What follows belongs to an exercise in optimizing a design on an open flow for small area, a short achievable clock period and few clock cycles per item; a production flow would make more cautious choices. Function was checked by simulation only, so behaviour that the tests miss may differ from the original. Power and IR drop assume default switching activity.

## job 6851
Design vector_mul_simple, start of the top module:
module vector_mul_simple (
    input  logic               clk_i,
    input  logic               rst_ni,
    input  logic               in_valid_i,
    input  logic signed [31:0] in_a_i,
    input  logic signed [31:0] in_b_i,
    output logic               out_valid_o,
    output logic signed [63:0] out_result_o
);
  logic v1_q, v2_q, v3_q, v4_q;
  always_ff @(posedge clk_i or negedge rst_ni) begin
    if (!rst_ni) begin
      v1_q <= 1'b0;
      v2_q <= 1'b0;
      v3_q <= 1'b0;
      v4_q <= 1'b0;
    end else begin
      v1_q <= in_valid_i;
      v2_q <= v1_q;
      v3_q <= v2_q;
      v4_q <= v3_q;
    end
  end
  assign out_valid_o = v4_q;
  logic [15:0] n1, n2, neg;
  logic [15:0] nneg;
  logic [31:0] b_q;
  always_ff @(posedge clk_i) b_q <= in_b_i;
  logic [15:0] n1_d, n2_d, neg_d;
  always_comb begin
    for (int i = 0; i < 16; i++) begin
      n1_d[i] = ~(in_a_i[2*i] ^ ((i == 0) ? 1'b0 : in_a_i[2*i-1]));
      n2_d[i] = ~((in_a_i[2*i+1] & ~in_a_i[2*i] & ~((i == 0) ? 1'b0 : in_a_i[2*i-1])) |
  ...
==> flow/config.mk <==
export PLATFORM = sky130hd
export DESIGN_NAME = vector_mul_simple
export DESIGN_NICKNAME = vector_mul_simple
export VERILOG_FILES = /design/flow/design.v
export SDC_FILE = /design/flow/constraint.sdc
export NUM_CORES = 4
export LEC_CHECK = 0
export CAP_MARGIN = 20
export CORE_MARGIN = 2
export CORE_UTILIZATION = 55
export CTS_BUF_LIST = sky130_fd_sc_hd__clkbuf_16 sky130_fd_sc_hd__clkbuf_8
export CTS_CLUSTER_DIAMETER = 80
export CTS_CLUSTER_SIZE = 30
export SLEW_MARGIN = 20
export SYNTH_HIERARCHICAL = 1
export SYNTH_MINIMUM_KEEP_SIZE = 0
==> flow/constraint.sdc <==
create_clock -name core_clock -period 8.0 [get_ports {clk_i}]
set_input_delay 1.6000 -clock core_clock [delete_from_list [all_inputs] [get_ports {clk_i}]]
set_output_delay 1.6000 -clock core_clock [all_outputs]
set_load 0.01 [all_outputs]
standard.sh (not shown) runs the stock make flow with config.mk's settings and CLKGATE_MAP_FILE= SYNTH_SCRIPT=/design/flow/synth_recipe.tcl, a recipe that flattens the netlist after the stock synthesis.
==> flow/flow/run.sh <==
#!/bin/bash
# Layout flow: the standard ORFS flow (standard.sh, unchanged synthesis), except that
#  - the buffers placed on the input and output ports are sky130_fd_sc_hd__buf_2 instead of the
#    resizer's default pick (clkdlybuf4s50_1, twice the area and slow),
#  - flow/downsize.tcl, run when the synthesized netlist is loaded into OpenROAD, starts the
#    a21oi cells that abc sized _2 at _1 (the resizer upsizes those that timing needs).
set -euo pipefail
export BUFFER_PORTS_ARGS="-buffer_cell sky130_fd_sc_hd__buf_2"
export SETUP_SLACK_MARGIN=5.2
export POST_SYNTH_TCL="$PWD/flow/downsize.tcl"
bash standard.sh > standard.log 2>&1
==> flow/flow/downsize.tcl <==
# Sourced by ORFS's synth_odb step (POST_SYNTH_TCL) with the synthesized netlist loaded:
# abc maps the prefix adder's AOI cells to a21oi_2; start them at a21oi_1 and let the
# resizer upsize the ones that timing needs.
set db [ord::get_db]
set small [$db findMaster sky130_fd_sc_hd__a21oi_1]
set n 0
foreach inst [[ord::get_db_block] getInsts] {
  if {[[$inst getMaster] getName] eq "sky130_fd_sc_hd__a21oi_2"} {
    $inst swapMaster $small
    incr n
  }
}
puts "downsize.tcl: a21oi_2 -> a21oi_1 on $n instances"
Testbench counts of job 6851, summed over its fixed seeds: cycles 16,024, items 16,000.
What job 4122 does differently from job 6851 at the input level:
- a change of CORE_UTILIZATION from 55 to 50
--- a/flow/flow/run.sh
+++ b/flow/flow/run.sh
@@ -7,5 +7,5 @@
 set -euo pipefail
 export BUFFER_PORTS_ARGS="-buffer_cell sky130_fd_sc_hd__buf_2"
-export SETUP_SLACK_MARGIN=5.2
+export SETUP_SLACK_MARGIN=5.5
 export POST_SYNTH_TCL="$PWD/flow/downsize.tcl"
 bash standard.sh > standard.log 2>&1
--- outcome ---
The lower critical path data arrival time came out of job 4122.
Sequential share of layout area: lower on job 4122
The final net count in job 4122 sits 14 above the value recorded for job 6851.
Relative to job 6851, post-route standard cell area excluding fillers has increased by about 2.4% in job 4122.
[compare] base=job 6851 new=job 4122: number of standard cells in the final layout excluding fillers higher; clock latency on the worst-skew pair fell by 60 ps; power density over the cells stayed essentially flat.
The worst hold slack on job 4122 is in line with that on job 6851.
Job 4122 consumes more power than job 6851 does.
Routed wire length on job 4122 is behind job 6851.
Clock power | job 4122 above job 6851
### job 4122 -> job 6733
--- a/flow/flow/run.sh
+++ b/flow/flow/run.sh
@@ -7,5 +7,5 @@
 set -euo pipefail
 export BUFFER_PORTS_ARGS="-buffer_cell sky130_fd_sc_hd__buf_2"
-export SETUP_SLACK_MARGIN=5.5
+export SETUP_SLACK_MARGIN=5.4
 export POST_SYNTH_TCL="$PWD/flow/downsize.tcl"
 bash standard.sh > standard.log 2>&1
==> comparison <==
Summary — post-synthesis to final-layout area growth, job 6733 relative to job 4122: lower, by 0.70 points.
Internal power component on job 6733 is ahead of job 4122.
Diff job 6733..job 4122 | final critical path time including I/O delays and setup | negligible
| share of cell area taken by multi-input logic gates | job 4122 vs job 6733 | ≈ equal |
[diff] final area, job 6733 relative to job 4122: improvement
Job 6733 -> job 4122: die area delta 0, exact match
After detailed routing, job 4122 needs more wire than job 6733.
Total design power was lower in job 6733 than in job 4122.
diff inputs: job 6733 => job 8235
- swapping 50 for 55 in CORE_UTILIZATION
--- a/flow/flow/run.sh
+++ b/flow/flow/run.sh
@@ -7,5 +7,6 @@
 set -euo pipefail
 export BUFFER_PORTS_ARGS="-buffer_cell sky130_fd_sc_hd__buf_2"
-export SETUP_SLACK_MARGIN=5.4
+export SETUP_SLACK_MARGIN=5.3
 export POST_SYNTH_TCL="$PWD/flow/downsize.tcl"
+export CTS_ARGS="-sink_clustering_enable -repair_clock_nets -sink_clustering_size 30 -sink_clustering_max_diameter 80 -buf_list {sky130_fd_sc_hd__clkbuf_16 sky130_fd_sc_hd__clkbuf_8} -root_buf sky130_fd_sc_hd__clkbuf_16 -sink_clustering_levels 1"
 bash standard.sh > standard.log 2>&1
[summary]
Per the comparison of job 8235 with job 6733, worst voltage drop across the vdd grid grew by 87%; met3 usage has increased.
Of the two values seen for capturing instance or port of the critical path, out_result_o[39] was produced by job 6733 and out_valid_o by job 8235.
Compared job 8235 vs job 6733, and placement-stage worst setup slack is up in job 8235.
[compare] base=job 6733 new=job 8235: relative contribution of combinational cells to total power increased by 0.5 points relative to the old numbers; multi-input gate count closely matched the old numbers; core utilization increased by 4.4 points relative to the old numbers; area of the die decreased by about 9% relative to the old numbers.
Die boundary width | job 8235 below job 6733

==> separate check: timing with driven ports <==
How much do the figures lean on ideal ports? The routed layouts below were timed once more, with nothing changed but the port constraints. Step 1 assumes that a clkbuf_16 drives the clock port and a buf_2 every other input. Step 2, shift: input delay + t, output delay - t, t = (earliest + latest rising clock arrival at the registers) / 2. This alone moves slack from input paths to output paths. Slacks: no drivers / after step 1 / after step 2; pairs: no drivers / after step 1.
| run | t (ns) | setup WS [ns] | slew at the worst register clock pin (ns) | worst data-port slew with drivers (ns) |
|---|---|---|---|---|
| job 6851 | 0.706 | 5.232 / 5.165 / 5.275 | 0.11 / 0.11 | 0.05 |
| job 4122 | 0.645 | 5.304 / 5.241 / 5.469 | 0.11 / 0.11 | 0.05 |
| job 6733 | 0.643 | 5.304 / 5.241 / 5.394 | 0.11 / 0.11 | 0.05 |
| job 8235 | 0.705 | 5.242 / 5.176 / 5.365 | 0.11 / 0.11 | 0.05 |
After both steps setup and hold are still met in every run listed.
